Source: an optimization exercise on an open RTL-to-GDS flow (aim: small area, a short achievable clock period and few clock cycles per item). Production flows keep margins and buffers that such runs may drop.
RTL that was checked went through simulation tests only; none was proved equivalent to the original.
For run 1, only the layout was checked, not whether the RTL still works.
Power figures rest on the tool's default switching activity, not on a simulated workload.

==> flow/design.v (outline; a module is shown in full before it is edited, if it fits) <==
// module MyDesign: 265 lines
// module booth_tree: 636 lines
// module csa_tree: 263 lines
module MyDesign(
    input logic reset_n,
    input logic clk,
    input logic dut_valid,
    output logic dut_ready,
    output logic dut__tb__sram_input_write_enable,
    output logic [16-1 : 0] dut__tb__sram_input_write_address,
    output logic [32-1 : 0] dut__tb__sram_input_write_data,
    output logic [16-1 : 0] dut__tb__sram_input_read_address,
    input logic [32-1 : 0] tb__dut__sram_input_read_data,
    output logic dut__tb__sram_weight_write_enable,
    output logic [16-1 : 0] dut__tb__sram_weight_write_address,
    output logic [32-1 : 0] dut__tb__sram_weight_write_data,
    output logic [16-1 : 0] dut__tb__sram_weight_read_address,
    input logic [32-1 : 0] tb__dut__sram_weight_read_data,
    output logic dut__tb__sram_result_write_enable,
    output logic [16-1 : 0] dut__tb__sram_result_write_address,
    output logic [32-1 : 0] dut__tb__sram_result_write_data,
    output logic [16-1 : 0] dut__tb__sram_result_read_address,
    input logic [32-1 : 0] tb__dut__sram_result_read_data,
    output logic dut__tb__sram_scratchpad_write_enable,
    output logic [16-1 : 0] dut__tb__sram_scratchpad_write_address,
    output logic [32-1 : 0] dut__tb__sram_scratchpad_write_data,
    output logic [16-1 : 0] dut__tb__sram_scratchpad_read_address,
    input logic [32-1 : 0] tb__dut__sram_scratchpad_read_data
);
  // ...
==> flow/flow/run.sh <==
#!/bin/bash
set -euo pipefail
bash standard.sh SETUP_SLACK_MARGIN=8.0 "BUFFER_PORTS_ARGS=-buffer_cell sky130_fd_sc_hd__buf_1" \
  "CTS_ARGS=-sink_clustering_enable -repair_clock_nets -sink_clustering_size 20 -sink_clustering_max_diameter 100 -dont_use_dummy_load" \
  finish > standard.log 2>&1
==> flow/standard.sh <==
#!/bin/bash
# synth_recipe.tcl (not shown) runs the flow's synth.tcl, then flattens the netlist and writes it again
# the make line also repeats each setting of config.mk as NAME=value (left out here)
make -C /OpenROAD-flow-scripts/flow DESIGN_CONFIG=/design/flow/config.mk WORK_HOME=/design/flow/orfs CLKGATE_MAP_FILE= SYNTH_SCRIPT=/design/flow/synth_recipe.tcl "${@:-finish}"
==> flow/config.mk <==
export PLATFORM = sky130hd
export DESIGN_NAME = MyDesign
export DESIGN_NICKNAME = MyDesign
export VERILOG_FILES = /design/flow/design.v
export SDC_FILE = /design/flow/constraint.sdc
export NUM_CORES = 4
export LEC_CHECK = 0
export ABC_CLOCK_PERIOD_IN_PS = 3500
export CAP_MARGIN = 20
export CORE_MARGIN = 2
export CORE_UTILIZATION = 40
export CTS_CLUSTER_DIAMETER = 100
export CTS_CLUSTER_SIZE = 20
export SLEW_MARGIN = 20
==> flow/constraint.sdc <==
create_clock -name core_clock -period 11.0 [get_ports {clk}]
set_input_delay 2.2000 -clock core_clock [delete_from_list [all_inputs] [get_ports {clk}]]
set_output_delay 2.2000 -clock core_clock [all_outputs]
set_load 0.01 [all_outputs]
==> summary.md, run 1 <==
| Metric | Value |
|---|---|
| Fillers | `6723` |
| Outcome | `complete, no violations` |
| Main combinational cell family by area after synthesis | `adder cells` |
| Core area | `72710 µm²` |
| Number of clock sinks | `444` |
| Buffering overhead | `0.1033` |
| GR peak layer | `met2` |
| Initial Utilization | `0.4026` |
| Leakage Power | `13.89 nW` |
| Clock share of power | `0.133` |
| Setup Skew | `0.07229 ns` |
| Worst setup path endpoint | `dut__tb__sram_result_read_address[0]` |
| Hold_sp | `t2_spk` |
| Crit-path max cell delay | `0.41 ns` |
| Stages on the worst setup path | `1` |
| Routed WL | `73120 µm` |
| Worst reg-to-reg path cell count | `13` |
| Vias/cell | `5.081` |
| First-pass GRT wire length | `114900 µm` |
| Nets | `3529` |
| FFs & Latches | `444` |
| Hold buffers post-CTS | `0` |
| Top-area cell type share of the netlist area | `0.2565` |
| Simple-gate share of the synthesized area | `0.07472` |
| HP Class | `reg2reg` |
| F_max | `0.2992 GHz` |
| Largest net degree at the start of global routing | `63` |
| Pre-CTS setup slack | `7.213 ns` |
| Pins Over Slew Limit | `0` |
==> module MyDesign, before the edit <==
module MyDesign(
    input logic reset_n,
    input logic clk,
    input logic dut_valid,
    output logic dut_ready,
    output logic dut__tb__sram_input_write_enable,
    output logic [16-1 : 0] dut__tb__sram_input_write_address,
    output logic [32-1 : 0] dut__tb__sram_input_write_data,
    output logic [16-1 : 0] dut__tb__sram_input_read_address,
    input logic [32-1 : 0] tb__dut__sram_input_read_data,
    output logic dut__tb__sram_weight_write_enable,
    output logic [16-1 : 0] dut__tb__sram_weight_write_address,
    output logic [32-1 : 0] dut__tb__sram_weight_write_data,
    output logic [16-1 : 0] dut__tb__sram_weight_read_address,
    input logic [32-1 : 0] tb__dut__sram_weight_read_data,
    output logic dut__tb__sram_result_write_enable,
    output logic [16-1 : 0] dut__tb__sram_result_write_address,
    output logic [32-1 : 0] dut__tb__sram_result_write_data,
    output logic [16-1 : 0] dut__tb__sram_result_read_address,
    input logic [32-1 : 0] tb__dut__sram_result_read_data,
    output logic dut__tb__sram_scratchpad_write_enable,
    output logic [16-1 : 0] dut__tb__sram_scratchpad_write_address,
    output logic [32-1 : 0] dut__tb__sram_scratchpad_write_data,
    output logic [16-1 : 0] dut__tb__sram_scratchpad_read_address,
    input logic [32-1 : 0] tb__dut__sram_scratchpad_read_data
);
  logic        w4_we, w4_sp, w4_fin, w4_spv, w4_rowend;
  logic        res_we, sp_we, w_spv, w_rowend, w_final;
  logic [11:0] res_wa;
  logic [9:0]  sp_wa, vt_row;
  logic        ready_r;
  logic        st_wait;       
  logic        st_dims;       
  logic        issuing;       
  logic [2:0]  ph;            
  logic [4:0]  k, c;
  logic [3:0]  r;
  logic [4:0]  kmax, cmax;
  logic [4:0]  dm1, em1;
  logic [3:0]  nm1;
  logic [10:0] a_addr, a_row;
  logic [11:0] b_addr, b_base;
  wire end_k  = (k == kmax);
  wire end_c  = (c == cmax);
  wire end_r  = (r == nm1);
  wire end_ph = end_k & end_c & end_r;
  wire [10:0] a_inc = a_addr + 11'd1;
  wire [11:0] b_inc = b_addr + 12'd1;
  always_ff @(posedge clk) begin
    if (!reset_n) begin
      ready_r <= 1'b1;
      st_wait <= 1'b0;
      st_dims <= 1'b0;
      issuing <= 1'b0;
    end else begin
      st_wait <= 1'b0;
      st_dims <= st_wait;
      if (ready_r && dut_valid) begin
        ready_r <= 1'b0;
        st_wait <= 1'b1;
      end
      if (st_dims)
        issuing <= 1'b1;
      else if (issuing && end_ph && ph == 3'd4)
        issuing <= 1'b0;
      if (w_final)
        ready_r <= 1'b1;
    end
  end
  always_ff @(posedge clk) begin
    if (ready_r || st_wait) begin
      a_addr <= '0;
      b_addr <= '0;
    end else if (st_dims) begin
      nm1    <= tb__dut__sram_input_read_data[19:16] - 4'd1;
      dm1    <= tb__dut__sram_input_read_data[4:0] - 5'd1;
      em1    <= tb__dut__sram_weight_read_data[4:0] - 5'd1;
      kmax   <= tb__dut__sram_input_read_data[4:0] - 5'd1;
      cmax   <= tb__dut__sram_weight_read_data[4:0] - 5'd1;
      ph     <= 3'd0;
      k      <= '0;
      c      <= '0;
      r      <= '0;
      a_addr <= 11'd1;
      a_row  <= 11'd1;
      b_addr <= 12'd1;
      b_base <= 12'd1;
    end else begin
      if (!end_k) begin
        k      <= k + 5'd1;
        a_addr <= a_inc;
        b_addr <= b_inc;
      end else begin
        k <= '0;
        if (!end_c) begin
          c      <= c + 5'd1;
          a_addr <= a_row;
          b_addr <= b_inc;
        end else begin
          c <= '0;
          if (!end_r) begin
            r      <= r + 4'd1;
            a_addr <= a_inc;
            a_row  <= a_inc;
            b_addr <= b_base;
          end else begin
            r  <= '0;
            ph <= ph + 3'd1;
            case (ph)
              3'd0, 3'd1: begin             
                a_addr <= 11'd1;
                a_row  <= 11'd1;
                b_addr <= b_inc;
                b_base <= b_inc;
              end
              3'd2: begin                   
                a_addr <= '0;
                a_row  <= '0;
                b_addr <= '0;
                b_base <= '0;
                kmax   <= em1;
                cmax   <= {1'b0, nm1};
              end
              default: begin                
                a_addr <= a_inc + {a_inc[9:0], 1'b0};
                a_row  <= a_inc + {a_inc[9:0], 1'b0};
                b_addr <= b_inc;
                b_base <= b_inc;
                kmax   <= {1'b0, nm1};
                cmax   <= em1;
              end
            endcase
          end
        end
      end
    end
  end
  logic       t1_v, t2_v, t3_v;
  logic       t1_src;
  logic       t1_first, t2_first, t3_first;
  logic       t1_last, t2_last, t3_last;
  logic       t1_rowend, t2_rowend, t3_rowend;
  logic       t1_spk, t2_spk, t3_spk;        
  logic       t1_spv, t2_spv, t3_spv;        
  logic       t1_fin, t2_fin, t3_fin;
  always_ff @(posedge clk) begin
    if (!reset_n) begin
      t1_v <= 1'b0; t2_v <= 1'b0; t3_v <= 1'b0;
    end else begin
      t1_v <= issuing; t2_v <= t1_v; t3_v <= t2_v;
    end
  end
  always_ff @(posedge clk) begin
    t1_src    <= (ph == 3'd3) || (ph == 3'd4);
    t1_first  <= (k == 5'd0);
    t1_last   <= end_k;
    t1_rowend <= end_c;
    t1_spk    <= (ph == 3'd1);
    t1_spv    <= (ph == 3'd2);
    t1_fin    <= end_ph && (ph == 3'd4);
    t2_first  <= t1_first;  t3_first  <= t2_first;
    t2_last   <= t1_last;   t3_last   <= t2_last;
    t2_rowend <= t1_rowend; t3_rowend <= t2_rowend;
    t2_spk    <= t1_spk;    t3_spk    <= t2_spk;
    t2_spv    <= t1_spv;    t3_spv    <= t2_spv;
    t2_fin    <= t1_fin;    t3_fin    <= t2_fin;
  end
  logic [31:0] op_a;
  logic [15:0] bt_one, bt_two, bt_neg;
  wire  [31:0] in_b = t1_src ? tb__dut__sram_scratchpad_read_data : tb__dut__sram_weight_read_data;
  always_ff @(posedge clk) begin
    op_a <= t1_src ? tb__dut__sram_result_read_data : tb__dut__sram_input_read_data;
    for (int i = 0; i < 16; i++) begin
      logic [2:0] bits;
      bits      = {in_b[2*i+1], in_b[2*i], (i == 0) ? 1'b0 : in_b[2*i-1]};
      bt_one[i] <= bits[1] ^ bits[0];
      bt_two[i] <= (bits == 3'b100) || (bits == 3'b011);
      bt_neg[i] <= bits[2];
    end
  end
  logic [31:0] r0, r1, r2, r3;
  booth_tree u_booth (
    .op_a(op_a), .one(bt_one), .two(bt_two), .neg(bt_neg),
    .r0(r0), .r1(r1), .r2(r2), .r3(r3)
  );
  logic [31:0] p0, p1, p2, p3;
  always_ff @(posedge clk) begin
    p0 <= r0;
    p1 <= r1;
    p2 <= r2;
    p3 <= r3;
  end
  logic [31:0] acc_s, acc_c, y0, y1;
  csa_tree u_csa (
    .x0(p0), .x1(p1), .x2(p2), .x3(p3),
    .x4(t3_first ? 32'd0 : acc_s), .x5(t3_first ? 32'd0 : acc_c),
    .y0(y0), .y1(y1)
  );
  always_ff @(posedge clk) begin
    acc_s <= y0;
    acc_c <= y1;
  end
  logic [31:0] wdata;
  always_ff @(posedge clk)
    wdata <= acc_s + acc_c;
  always_ff @(posedge clk) begin
    if (!reset_n) begin
      w4_we   <= 1'b0;
      w4_sp   <= 1'b0;
      w4_fin  <= 1'b0;
      res_we  <= 1'b0;
      sp_we   <= 1'b0;
      w_final <= 1'b0;
    end else begin
      w4_we   <= t3_v & t3_last;
      w4_sp   <= t3_v & t3_last & (t3_spk | t3_spv);
      w4_fin  <= t3_v & t3_last & t3_fin;
      res_we  <= w4_we;
      sp_we   <= w4_sp;
      w_final <= w4_fin;
    end
  end
  always_ff @(posedge clk) begin
    w4_spv    <= t3_spv;
    w4_rowend <= t3_rowend;
    w_spv     <= w4_spv;
    w_rowend  <= w4_rowend;
  end
  always_ff @(posedge clk) begin
    if (st_dims) begin
      res_wa <= '0;
      sp_wa  <= '0;
    end else if (res_we) begin
      res_wa <= res_wa + 12'd1;
      if (sp_we) begin
        if (!w_spv) begin
          sp_wa  <= sp_wa + 10'd1;
          vt_row <= sp_wa + 10'd1;
        end else if (w_rowend) begin
          sp_wa  <= vt_row + 10'd1;
          vt_row <= vt_row + 10'd1;
        end else begin
          sp_wa  <= sp_wa + {6'd0, nm1} + 10'd1;
        end
      end
    end
  end
  assign dut_ready = ready_r;
  assign dut__tb__sram_input_write_enable   = 1'b0;
  assign dut__tb__sram_input_write_address  = '0;
  assign dut__tb__sram_input_write_data     = '0;
  assign dut__tb__sram_weight_write_enable  = 1'b0;
  assign dut__tb__sram_weight_write_address = '0;
  assign dut__tb__sram_weight_write_data    = '0;
  assign dut__tb__sram_input_read_address      = {5'd0, a_addr};
  assign dut__tb__sram_result_read_address     = {5'd0, a_addr};
  assign dut__tb__sram_weight_read_address     = {4'd0, b_addr};
  assign dut__tb__sram_scratchpad_read_address = {4'd0, b_addr};
  assign dut__tb__sram_result_write_enable      = res_we;
  assign dut__tb__sram_result_write_address     = {4'd0, res_wa};
  assign dut__tb__sram_result_write_data        = wdata;
  assign dut__tb__sram_scratchpad_write_enable  = sp_we;
  assign dut__tb__sram_scratchpad_write_address = {6'd0, sp_wa};
  assign dut__tb__sram_scratchpad_write_data    = wdata;
endmodule
==> run 2, diff against run 1 <==
--- a/flow/design.v
+++ b/flow/design.v
@@ -69,5 +69,5 @@
   end
   always_ff @(posedge clk) begin
-    if (ready_r || st_wait) begin
+    if (ready_r) begin
       a_addr <= '0;
       b_addr <= '0;
@@ -86,5 +86,5 @@
       b_addr <= 12'd1;
       b_base <= 12'd1;
-    end else begin
+    end else if (issuing) begin
       if (!end_k) begin
         k      <= k + 5'd1;
==> flow/flow/run.sh (replaced) <==
#!/bin/bash
set -euo pipefail
bash standard.sh SETUP_SLACK_MARGIN=7.5 "BUFFER_PORTS_ARGS=-buffer_cell sky130_fd_sc_hd__buf_1" finish > standard.log 2>&1
==> run 2 against run 1 <==
Effect of this change:
- area after synthesis grew 0.68%
- global-route usage shrank 0.63 points
- clock skew shrank 0.042 ns
- non-clock buffer count shrank 111
- fmax shrank 3.5%
- sequential power shrank 2%
- combinational power shrank 8.9%
- synthesized cell count grew 1.6%
==> summary.md, run 2 <==
| Metric | Value |
|---|---|
| Routed via count | `19920 (was 20250)` |
| Crit-path max cell delay | `0.46 ns (was 0.41 ns)` |
| Pins Over Slew Limit | `0 (unchanged)` |
| Fillers | `6966 (was 6723)` |
| RSZ-0062 raised after global routing | `yes (unchanged)` |
| CP cell instances | `buf_2 (was buf_6)` |
| Max-cap violation count | `0 (unchanged)` |
| Setup slack, reg-to-reg | `7.61 ns (was 7.76 ns)` |
| Worst reg-to-reg path cell count | `7 (was 13)` |
| Kind of critical path | `reg2out (unchanged)` |
| Initial Utilization | `0.4039 (was 0.4026)` |
| Total track usage | `0.1862 (was 0.1925)` |
| Setup Skew | `0.03011 ns (was 0.07229 ns)` |
| DRC | `0 (unchanged)` |
| Worst-path fanout max | `16 (was 5)` |
| Largest net degree at the start of global routing | `68 (was 63)` |
| Most frequent cells in the layout | `325 x dfxtp_1, 271 x a22oi_1, 268 x xnor2_1 (was 251 x xnor2_1, 249 x a22oi_1, 249 x dfxtp_1)` |
| Top-area cell type share of the netlist area | `0.2547 (was 0.2565)` |
| Synth area leader | `dfxtp_1 (unchanged)` |
| F_max | `0.2888 GHz (was 0.2992 GHz)` |
| Yosys warnings | `1 (unchanged)` |
| Worst EP arrival | `1.26 ns (was 1.14 ns)` |
| Clock latency on the worst-skew pair | `0.61 ns (was 0.62 ns)` |
| Count leader, synth | `dfxtp_1 (unchanged)` |
| Number of clock sinks | `444 (unchanged)` |
| Worst Hold End | `t3_first (was t3_spk)` |
| Worst rel slew slack | `0.3320 (was 0.4011)` |
| Reg2reg start | `bt_one[7] (was a_addr[3])` |
| Pwr per Cell Area | `233.5 nW/µm² (was 225.0 nW/µm²)` |
| Crit-path leading delay family | `flip-flops (unchanged)` |
| Maximum clock insertion buffer count | `3 (unchanged)` |
| HP Class | `reg2reg (unchanged)` |
| Root Buffer | `clkbuf_16 (unchanged)` |
| GR peak layer | `met2 (unchanged)` |
| Routed WL | `70820 µm (was 73120 µm)` |
| Die area | `75860 µm² (was 75360 µm²)` |
| Reg-to-reg endpoint | `p0[30] (was a_row[9])` |
| Critical Path End Type | `output pin (unchanged)` |
| Async set-or-reset flop fraction in the synthesized netlist | `0 (unchanged)` |
| Final period utilization | `0.3148 (was 0.3039)` |
| Horiz. Die Dim | `275.4 µm (was 274.5 µm)` |
| RePlAce Congestion | `0.8738 (was 0.8235)` |
| Nets | `3463 (was 3529)` |
| Synth Flop Type | `dfxtp_1 (unchanged)` |
| Wire per inst | `17.99 µm (was 18.35 µm)` |
| First-pass GRT wire length | `111600 µm (was 114900 µm)` |
| Register area share after synthesis | `0.3250 (was 0.3272)` |
| Die Ht | `275.4 µm (was 274.5 µm)` |
| DRC marker count from the first detailed-route iteration | `1275 (was 1322)` |
| Post-synth EDFFs | `69 (unchanged)` |
| Buf/Inv on CP | `1 (unchanged)` |
| Top post-synthesis cells by area | `dfxtp_1 25%, fa_1 17%, xnor2_1 8.0%, edfxtp_1 7.0%, a22oi_1 6.9% (was dfxtp_1 26%, fa_1 17%, xnor2_1 8.0%, edfxtp_1 7.1%, a22oi_1 7.1%)` |
| Antenna-violating nets left | `0 (unchanged)` |
| Syn Area/Cell | `10.24 µm² (was 10.33 µm²)` |
| Worst EP required | `8.80 ns (about the same)` |
| IO buf count | `265 (unchanged)` |
| Vias in the first global route | `19340 (was 20030)` |
| Maximum VDD drop | `143.1 µV (was 138.2 µV)` |
| Global route overflow | `0 (unchanged)` |
| Syn-to-layout area delta | `6.156% (was 16.47%)` |
| Synth Register Bits | `444 (unchanged)` |
| Period minus WS final | `3.462 ns (was 3.343 ns)` |
| Core area | `72960 µm² (was 72710 µm²)` |
| Outcome | `complete, no violations (unchanged)` |
| DR pass1 iterations | `7 (was 6)` |
| Dpl hpwl | `52450 µm (was 50810 µm)` |
| Share of cells above drive strength 1 | `0.06857 (was 0.2013)` |
| CTS Buf Count | `28 (was 29)` |
| Grt met3 use | `0.02253 (was 0.01892)` |
| # IOs | `392 (unchanged)` |
| Clock slew seen by the registers of the worst setup and hold paths | `0.09 ns (about the same)` |
| Vias/cell | `5.061 (was 5.081)` |
| Setup TNS | `0 ns (unchanged)` |
| Cells after Synth | `2879 (was 2835)` |
| Worst-margin pin slew | `1.001 ns (was 0.8984 ns)` |
| Leakage Power | `12.55 nW (was 13.89 nW)` |
| Placed Instance Area | `30320 µm² (was 30330 µm²)` |
| Hold_sp | `t2_first (was t2_spk)` |
| Post-Syn Area | `29470 µm² (was 29270 µm²)` |
| Most common cell after layout, fill and taps aside | `dfxtp_1 (was xnor2_1)` |
| Final Hold Viols | `0 (unchanged)` |
| M2 GR Usage | `0.3010 (was 0.3170)` |
| Antenna violations before repair | `2 (was 0)` |
| Setup violations, final | `0 (unchanged)` |
| Yosys cell types | `75 (was 81)` |
| CTS tree | `done (unchanged)` |
| Hold Path Depth | `0 (unchanged)` |
| Top post-synthesis cells by count | `375 x dfxtp_1, 271 x a22oi_1, 268 x xnor2_1 (was 375 x dfxtp_1, 275 x a22oi_1, 266 x xnor2_1)` |
| Slowest CP cell | `dfxtp_4 (unchanged)` |
| GR Util met1 | `0.2597 (was 0.2671)` |
| Startpoint types | `register (unchanged)` |
| Post-route cell area | `31290 µm² (was 34090 µm²)` |
| Rows | `99 (unchanged)` |
| H-tree depth | `1 (unchanged)` |
==> run 2: kinds of logic (layout without fill, tap and decap cells) <==
logic type                 after synthesis  in the layout  synth area share
xor gates and xnor gates               411            411            0.1221
and+or+nand+nor                        457            457           0.07689
buffers and inverters                  581            552           0.09773
adders and majority gates              372            372            0.2215
muxes                                   94             94           0.03409
AOI/OAI and AO/OA                      519            519            0.1224
other                                    1            128         0.0001272
DFF                                    444            444            0.3250
==> run 2: repair_timing <==
item,4_1_cts,5_1_grt
hold buffers,0,0
resized for setup,39,27
buffers inserted,2,0
endpoints found under the setup margin,66,29
pin swaps,1,0
==> run 2: how the worst max path moves through the flow <==
stage	depth (start not counted)	slack (ns)	startpoint	end
3_5_place_dp	9	7.04	k[0]	kmax[0]
2_1_floorplan	8	7.59	bt_neg[3]	p0[28]
3_3_place_gp	9	7.01	k[0]	kmax[0]
4_1_cts	1	7.50	sp_wa[6]	dut__tb__sram_scratchpad_write_address[6]
5_1_grt	1	7.49	a_addr[0]	dut__tb__sram_input_read_address[0]
6_report	1	7.54	a_addr[0]	dut__tb__sram_input_read_address[0]
==> run 2: cell type report <==
| class | instances | area, µm² | share of cell area |
|---|---|---|---|
| Timing Repair Buffer | 302 | 1289 | 0.04119 |
| Clock inverter | 6 | 82.58 | 0.002640 |
| Tap cell | 959 | 1200 | 0.03835 |
| Antenna cell | 2 | 5.005 | 0.0001600 |
| Sequential cell | 444 | 9659 | 0.3088 |
| Clock buffer | 38 | 738.2 | 0.02360 |
| Multi-Input combinational cell | 1979 | 17530 | 0.5605 |
| Inverter | 206 | 777.0 | 0.02484 |
==> run 2: per-stage QoR <==
step                      total power (W)  hold slack (ns)  setup slack, ns    util  std cells
after global placement           0.006282           0.3102            7.005  0.4156       3888
after detailed placement         0.006389           0.3121            7.044  0.4156       3888
after global routing             0.008184           0.3328            7.492  0.4288       3935
after floorplan                  0.005436           0.3096            7.587       -       3004
after CTS                        0.007473           0.3317            7.504  0.4278       3934
final                            0.007306           0.3304            7.538  0.4288       3936
==> run 2: where the power goes <==
group          total [W]  switching, W  internal (W)
Sequential       0.00243      0.000270       0.00216
Combinational    0.00381       0.00205       0.00176
Clock            0.00107      0.000585      0.000481
==> run 2: routing by layer <==
metal  vias up  wire [µm]
met2       669      32840
met4         0       2203
met1      9650      31600
met5         -          0
met3        98       4174
li1       9504          -
Testbench counts of run 2, summed over its fixed seeds: cycles 307,812, items 48.

==> separate check: timing with driven ports <==
Ports are ideal in the flow. The routed layouts listed here were re-timed in OpenROAD.
Step 1 assumes that a clkbuf_16 drives the clock port and a buf_2 every other input.
Step 2, shift: input delay + t, output delay - t, t = (earliest + latest rising clock arrival at the registers) / 2. This alone moves slack from input paths to output paths.
Three values: ideal, step 1, step 2; two values: the first two.
run | t, ns | slack for setup (ns) | worst data-port slew with drivers (ns)
run 1 | 0.651 | 7.657 / 7.594 / 7.492 | 0.07
run 2 | 0.663 | 7.538 / 7.472 / 7.460 | 0.09
After both steps setup and hold are still met in every run listed. The setup slack of run 1, which loses most, moves by -0.063 ns with the drivers and by -0.165 ns with both steps.
